From an optimization exercise on the open Yosys and OpenROAD flow, aimed at small area; shortcuts taken in it are not production practice.
In this exercise RTL edits were held to simulation tests only and were not proved equivalent to the original.

## flow/design.v (module list and top-level ports; edited modules follow where they fit)
// module exponent_multiplier: 150 lines
// module rom_e: 1731 lines
module exponent_multiplier (
    i_clk, i_rst_n,
    i_load, i_start, i_select,
    i_A, i_B,
    o_done, led_select, o_P,
    seg_i_A_ten, seg_i_A_unit,
    seg_i_B_ten, seg_i_B_unit,
    seg_o_P_thousand, seg_o_P_hundred, seg_o_P_ten, seg_o_P_unit
);
  // ...
==> flow/flow/run.sh <==
#!/bin/bash
# Standard synthesis, then the combinational logic between the standard
# synthesis's registers is re-mapped by ABC for area (registers, their names
# and cell types are kept), then the standard flow from floorplan to finish.
set -euo pipefail
W=$(pwd)
R=$W/orfs/results/$FLOW_PLATFORM/exponent_multiplier/base
YOSYS=$FLOW_HOME/../tools/install/yosys/bin/yosys
bash standard.sh "$R/1_2_yosys.v" > "$W/1_standard_synth.log" 2>&1
cp "$R/1_2_yosys.v" "$W/1_2_yosys.standard.v"
LIBFILE=$FLOW_HOME/platforms/$FLOW_PLATFORM/lib/sky130_fd_sc_hd__tt_025C_1v80.lib \
IN_V=$W/1_2_yosys.standard.v OUT_V=$W/1_2_yosys.reopt.v \
ABC_SCRIPT=$W/flow/area.abc ABC_CONSTR=$W/flow/abc.constr STAT_OUT=$W/reopt_stat.txt \
  "$YOSYS" -c "$W/flow/reopt.tcl" > "$W/2_reopt.log" 2>&1
cp "$W/1_2_yosys.reopt.v" "$R/1_2_yosys.v"
rm -f "$R/1_synth.odb" "$R/1_synth.sdc"
bash standard.sh "BUFFER_PORTS_ARGS=-buffer_cell sky130_fd_sc_hd__buf_1" finish > "$W/3_standard_finish.log" 2>&1
==> flow/flow/abc.constr <==
set_driving_cell sky130_fd_sc_hd__buf_1
set_load 5
==> flow/flow/area.abc <==
strash; dc2; &get -n; &deepsyn -T 120; &put; dch; amap; topo; dnsize
==> flow/flow/reopt.tcl <==
# Re-optimise the combinational logic of the standard synthesis netlist.
# Registers (and tie cells) stay the same instances with the same names.
set lib $::env(LIBFILE)
yosys read_liberty -ignore_miss_func $lib
yosys read_verilog $::env(IN_V)
yosys hierarchy -top exponent_multiplier
yosys select -module exponent_multiplier
yosys select -clear
foreach pat {sky130_fd_sc_hd__df* sky130_fd_sc_hd__edf* sky130_fd_sc_hd__sdf* sky130_fd_sc_hd__conb_1} {
  yosys setattr -mod -set keep_hierarchy 1 $pat
}
yosys flatten
yosys opt_clean -purge
yosys stat
yosys opt -purge
yosys abc -script $::env(ABC_SCRIPT) -liberty $lib -dont_use *probe* -dont_use *lpflow* -dont_use *clkbuf* -dont_use *clkinv* -dont_use *dly* -dont_use *ha_* -dont_use *fa_* -dont_use *fah* -constr $::env(ABC_CONSTR) -D 50000 exponent_multiplier
yosys opt_clean -purge
yosys hilomap -singleton -hicell sky130_fd_sc_hd__conb_1 HI -locell sky130_fd_sc_hd__conb_1 LO exponent_multiplier
yosys splitnets
yosys opt_clean -purge
yosys tee -o $::env(STAT_OUT) stat -liberty $lib exponent_multiplier
yosys select exponent_multiplier
yosys write_verilog -noattr -noexpr -nohex -nodec -selected $::env(OUT_V)
==> flow/standard.sh <==
#!/bin/bash
# synth_recipe.tcl (not shown) runs the flow's synth.tcl, then flattens the netlist and writes it again
# the make line also repeats each setting of config.mk as NAME=value (left out here)
make -C /OpenROAD-flow-scripts/flow DESIGN_CONFIG=/design/flow/config.mk WORK_HOME=/design/flow/orfs CLKGATE_MAP_FILE= SYNTH_SCRIPT=/design/flow/synth_recipe.tcl "${@:-finish}"
==> flow/config.mk <==
export PLATFORM = sky130hd
export DESIGN_NAME = exponent_multiplier
export DESIGN_NICKNAME = exponent_multiplier
export VERILOG_FILES = /design/flow/design.v
export SDC_FILE = /design/flow/constraint.sdc
export NUM_CORES = 4
export LEC_CHECK = 0
export ABC_AREA = 1
export ABC_CLOCK_PERIOD_IN_PS = 50000
export CAP_MARGIN = 20
export CORE_MARGIN = 2
export CORE_UTILIZATION = 30
export CTS_BUF_LIST = sky130_fd_sc_hd__clkbuf_2 sky130_fd_sc_hd__clkbuf_4 sky130_fd_sc_hd__clkbuf_8
export PLACE_DENSITY = 0.5
export SLEW_MARGIN = 20
==> flow/constraint.sdc <==
create_clock -name core_clock -period 50.0 [get_ports {i_clk}]
set_input_delay 10.0000 -clock core_clock [delete_from_list [all_inputs] [get_ports {i_clk}]]
set_output_delay 10.0000 -clock core_clock [all_outputs]
set_load 0.01 [all_outputs]
==> tab_implementation.tex, run 1 <==
\begin{tabular}{lr}
\hline
Metric & Value \\
\hline
\multicolumn{2}{l}{\textbf{Run status}} \\
\quad Outcome & no timing/DRC/antenna violations \\
\multicolumn{2}{l}{\textbf{Global route}} \\
\quad Antenna violations before repair & 2 \\
\quad Global-route met2 utilization & around half \\
\quad Maximum number of pins on one net before global-route repair & 40 \\
\multicolumn{2}{l}{\textbf{Hold path}} \\
\quad Cell count of the worst hold path & 1 \\
\quad Endpoint with the worst hold slack & cnt[4]\$\_SDFFE\_PP0P\_ \\
\multicolumn{2}{l}{\textbf{Route}} \\
\quad Wire length on met2 & 16100 um \\
\quad Iteration-0 DRC count of the detailed router & around 1500 \\
\quad Post-Route M1 WL & 17600 um \\
\quad Post-route ant nets & 0 \\
\quad DR DRC count & 0 \\
\multicolumn{2}{l}{\textbf{Placement}} \\
\quad Area of placed instances & $\sim$0.0072 mm2 \\
\quad Placer's final routability congestion estimate & $\sim$1.2 \\
\quad Post-Place Worst Slack & 32.24 ns \\
\multicolumn{2}{l}{\textbf{Final layout}} \\
\quad Layout clock area frac & approximately 1.6\% \\
\quad Number of combinational gates with multiple inputs & between 900 and 1000 \\
\quad Largest register FFs & 16 \\
\quad Sequential share of cell area & $\sim$11\% \\
\quad Share of cell area taken by multi-input logic gates & between 60\% and 70\% \\
\multicolumn{2}{l}{\textbf{Clock tree}} \\
\quad Longest Clk Path Bufs & 2 \\
\quad Number of buffers inserted by hold repair at cts & 0 \\
\multicolumn{2}{l}{\textbf{Worst setup path}} \\
\quad Critical path capture point & seg\_o\_P\_unit[5] \\
\quad Slowest cell on crit path & sky130\_fd\_sc\_hd\_\_o21ai\_0 \\
\quad Register-to-register setup slack & about 41 ns \\
\quad Largest stage delay on the critical path & between 0.4 and 0.5 ns \\
\quad Launch instance of the worst register-to-register path & reg\_A[1]\$\_DFFE\_PN0P\_ \\
\multicolumn{2}{l}{\textbf{STA}} \\
\quad Setup TNS & 0 ns \\
\quad Final number of max-transition violations & 0 \\
\quad Worst-Margin Slew & $\sim$1.3 ns \\
\multicolumn{2}{l}{\textbf{Logic synthesis}} \\
\quad Avg Cell Area, Syn & between 5 and 6 um2 \\
\quad Synthesized area & between 0.006 and 0.007 mm2 \\
\quad Post-synthesis cell count & between 1000 and 1500 \\
\multicolumn{2}{l}{\textbf{Floorplan}} \\
\quad Cell Rows & between 50 and 60 \\
\quad Core outline area & 0.0201 mm2 \\
\quad Initial core utilization & between 30\% and 40\% \\
\hline
\end{tabular}
==> run 2: changes to the inputs <==
--- a/flow/config.mk
+++ b/flow/config.mk
@@ -12,3 +12,6 @@
 export CORE_UTILIZATION = 30
-export CTS_BUF_LIST = sky130_fd_sc_hd__clkbuf_2 sky130_fd_sc_hd__clkbuf_4 sky130_fd_sc_hd__clkbuf_8
+export CTS_BUF_LIST = sky130_fd_sc_hd__clkbuf_4 sky130_fd_sc_hd__clkbuf_8
+export CTS_CLUSTER_DIAMETER = 300
+export CTS_CLUSTER_SIZE = 40
+export GPL_TIMING_DRIVEN = 0
 export PLACE_DENSITY = 0.5
==> run 2 against run 1 <==
  * Still clean on timing, DRC and antenna
  * First-iteration DRC count fell by 17%
  * Clock skew rose by 0.0015 ns
  * Synthesized cell count did not move
  * Global-route usage fell by 1.1 points
  * Die area did not move
  * Cell area fell by 3.5%
  * Worst hold slack improved by 0.0097 ns
  * Critical path type unchanged
  * Highest routed layer is now met4
==> tab_implementation.tex, run 2 <==
\begin{tabular}{lr}
\hline
Metric & Value \\
\hline
\multicolumn{2}{l}{\textbf{STA}} \\
\quad Fin Clk Skew & 0.00905 ns \\
\quad Final worst hold slack & a little under 0.5 ns \\
\quad Final number of max-transition violations & 0 (unchanged) \\
\quad Post-route minimum period & $\sim$20 ns \\
\quad Fraction of the cycle the final worst path needs & around 40\% \\
\quad Worst-Margin Slew & 1.24 ns (-0.0635 ns) \\
\quad Max\_slew headroom & between 10\% and 20\% \\
\quad Setup repair after global routing missed its margin & no \\
\quad Max Fclk & around 50 MHz \\
\quad Setup TNS & 0 ns (unchanged) \\
\quad Worst setup slack after layout & approximately 30 ns \\
\quad Number of endpoints failing setup at the final stage & 0 \\
\quad Final hold violation count & 0 \\
\multicolumn{2}{l}{\textbf{Global route}} \\
\quad Wire length of the first global-routing pass & 60100 um \\
\quad Antenna violations before repair & 2 (unchanged) \\
\quad GRT Util Overall & between 30\% and 40\% \\
\quad Number of global-route vias before repair & between 8000 and 9000 \\
\quad Remaining global-route overflow & 0 \\
\quad Maximum number of pins on one net before global-route repair & 41 (+2.5\%) \\
\multicolumn{2}{l}{\textbf{Clock tree}} \\
\quad \# Post-CTS Setup Buffers & 0 \\
\quad PostCTS Resize Cnt & 0 \\
\quad Clock sinks & 33 \\
\quad Source-to-sink clock delay at the later pin of the worst-skew pair & between 0.2 and 0.3 ns \\
\quad Longest Clk Path Bufs & 2 (unchanged) \\
\quad Clock buffers created by TritonCTS & 5 \\
\quad Number of buffers inserted by hold repair at cts & 0 (unchanged) \\
\quad TritonCTS clock tree & built \\
\quad Clock tree root buffer cell & sky130\_fd\_sc\_hd\_\_clkbuf\_8 \\
\quad Clock slew at reported path FFs & 0.07 ns \\
\quad CTS H-tree depth & 2 \\
\multicolumn{2}{l}{\textbf{Final layout}} \\
\quad Count of filler cells inserted in the layout & approximately 2400 \\
\quad Fin nets & around 1300 \\
\quad Most frequent standard cell in the layout excluding fill and tap cells & sky130\_fd\_sc\_hd\_\_nor2\_1 \\
\quad Commonest cells after routing, fill and taps aside & 328 x sky130\_fd\_sc\_hd\_\_nor2\_1, 149 x sky130\_fd\_sc\_hd\_\_inv\_1, 114 x sky130\_fd\_sc\_hd\_\_o21ai\_0, 109 x sky130\_fd\_sc\_hd\_\_nand2\_1, 96 x sky130\_fd\_sc\_hd\_\_buf\_1 \\
\quad Most flops, register & dexp \\
\quad Area of all placed cells without fillers & about 0.0070 mm2 \\
\quad Largest register FFs & 16 (unchanged) \\
\quad Fraction of final layout cells with drive strength greater than 1 & under 10\% \\
\quad Area growth, synth to finish & 14.6\% \\
\quad Largest registers ranked by flip-flop count & dexp: 16 flops, cnt: 5 flops \\
\multicolumn{2}{l}{\textbf{Placement}} \\
\quad Port Buf Inserts & 94 \\
\quad Detailed placement HPWL & about 33000 um \\
\quad Placer's final routability congestion estimate & 1.07 (-8.3\%) \\
\quad Area of placed instances & 0.00691 mm2 (-3.5\%) \\
\quad Post-Place Worst Slack & 30.58 ns (-1.66 ns) \\
\multicolumn{2}{l}{\textbf{Floorplan}} \\
\quad Core outline area & 0.0201 mm2 (unchanged) \\
\quad Full die area & 0.0216 mm2 \\
\quad Initial core utilization & 30.5\% (unchanged) \\
\quad Cell Rows & 52 (unchanged) \\
\quad Vertical extent of the die & $\sim$150 um \\
\quad Boundary pin count & 101 \\
\quad Width of the chip & 147 um \\
\multicolumn{2}{l}{\textbf{Worst setup path}} \\
\quad Worst Path Arrival & 10.06 ns \\
\quad Kind of critical path & register to primary output \\
\quad Critical Path Source & reg\_B[2]\$\_DFFE\_PN0P\_ \\
\quad Startpoint Class & register \\
\quad Launch instance of the worst register-to-register path & reg\_B[2]\$\_DFFE\_PN0P\_ \\
\quad Endpoint required time on the critical path & 40.00 ns \\
\quad Worst Setup End Kind & primary output \\
\quad Cell type with the highest occurrence count on the critical path & sky130\_fd\_sc\_hd\_\_inv\_1 \\
\quad Max FO, Critical Path & 24 \\
\quad Largest stage delay on the critical path & 1.06 ns (+0.59 ns) \\
\quad Slowest cell on crit path & sky130\_fd\_sc\_hd\_\_dfrtp\_1 \\
\multicolumn{2}{l}{\textbf{Route}} \\
\quad Total number of vias & a little under 10000 \\
\quad WL per Instance & about 28 um \\
\quad Max layer used & met4 \\
\quad Post-Route M1 WL & 17300 um (-1.7\%) \\
\quad Via-per-instance ratio & $\sim$6.4 \\
\quad Metal3 WL & roughly 6000 um \\
\quad Post-route ant nets & 0 (unchanged) \\
\quad Router iterations before antenna repair & 6 \\
\quad Wire length on met2 & 16600 um (+2.9\%) \\
\quad DR DRC count & 0 (unchanged) \\
\quad Iteration-0 DRC count of the detailed router & 1265 (-17\%) \\
\quad Wire length after detailed routing & approximately 43000 um \\
\multicolumn{2}{l}{\textbf{Run status}} \\
\quad Outcome & no timing/DRC/antenna violations \\
\multicolumn{2}{l}{\textbf{Hold path}} \\
\quad Path type of the worst min-delay path & register to register \\
\quad Hold Crit Start & cnt[4]\$\_SDFFE\_PP0P\_ \\
\multicolumn{2}{l}{\textbf{Logic synthesis}} \\
\quad Count of warnings emitted by yosys & 1 \\
\quad Avg Cell Area, Syn & 5.43 um2 (unchanged) \\
\quad Post-synthesis cell count & 1128 (unchanged) \\
\quad Synthesized area & 0.00613 mm2 (unchanged) \\
\multicolumn{2}{l}{\textbf{Run}} \\
\quad Max-cap violations & 0 \\
\hline
\end{tabular}
==> run 2: area by class of cell <==
class / instances / area (um2) / area share, %
multi-input cells: 949 / 4800 / 68.4
flip-flops and latches: 33 / 791 / 11.3
inverters: 150 / 563 / 8.02
repair buffers: 99 / 414 / 5.90
well taps: 270 / 338 / 4.81
clock buffers: 6 / 76.3 / 1.09
clock inverters: 2 / 35.0 / 0.499
diodes: 1 / 2.50 / 0.0356
==> run 2: metal layers <==
| layer | GRT usage [%] | vias to the layer above |
|---|---|---|
| met3 | 12.8 | 165 |
| met4 | 20.0 | 0 |
| li1 | - | 4230 |
| met1 | 51.6 | 4513 |
| met5 | 0 | - |
| met2 | 53.3 | 740 |
==> run 2: per-stage QoR <==
stage / utilization (%) / std cells
3_3_place_gp: 34.0 / 1496
2_1_floorplan: - / 1132
4_1_cts: 34.9 / 1509
5_1_grt: 34.9 / 1509
6_report: 34.9 / 1510
3_5_place_dp: 34.4 / 1501
==> run 2: worst paths after layout <==
kind / end / slack, ns / cells past startpoint
max in group asynchronous: o_done$_DFFE_PN0P_ / 39.90 / 1
min in group asynchronous: reg_A[1]$_DFFE_PN0P_ / 9.69 / 1
max: seg_o_P_unit[5] / 29.94 / 43
min reg2reg: cnt[4]$_SDFFE_PP0P_ / 0.48 / 1
min: cnt[4]$_SDFFE_PP0P_ / 0.48 / 1
max reg2reg: dexp[3]$_DFFE_PP_ / 39.26 / 32
==> run 2: worst max-delay path: cells and delay by family (launching register included) <==
kind | cells | cell delay [ns]
compound gates | 15 | 3.38
simple gates | 18 | 3.33
flops | 1 | 1.06
buf+inv | 10 | 2.01

## what the ideal ports hide
How much do the figures lean on ideal ports? The routed layouts below were timed once more, with nothing changed but the port constraints. Step 1 assumes that a clkbuf_16 drives the clock port and a buf_2 every other input. Step 2 moves the port delays by t, midway between the first and last clock arrival at a register: inputs arrive t later, outputs are due t later. That takes back most of the time a late clock gives input paths. Three values: ideal ports, drivers, drivers and shift; two values: the first two.
run	t (ns)	slack for setup (ns)	cell pins on the clock port's net
run 1	0.333	31.710 / 31.681 / 32.013	1
run 2	0.321	29.939 / 29.907 / 30.228	1
After both steps every run listed still meets setup and hold.
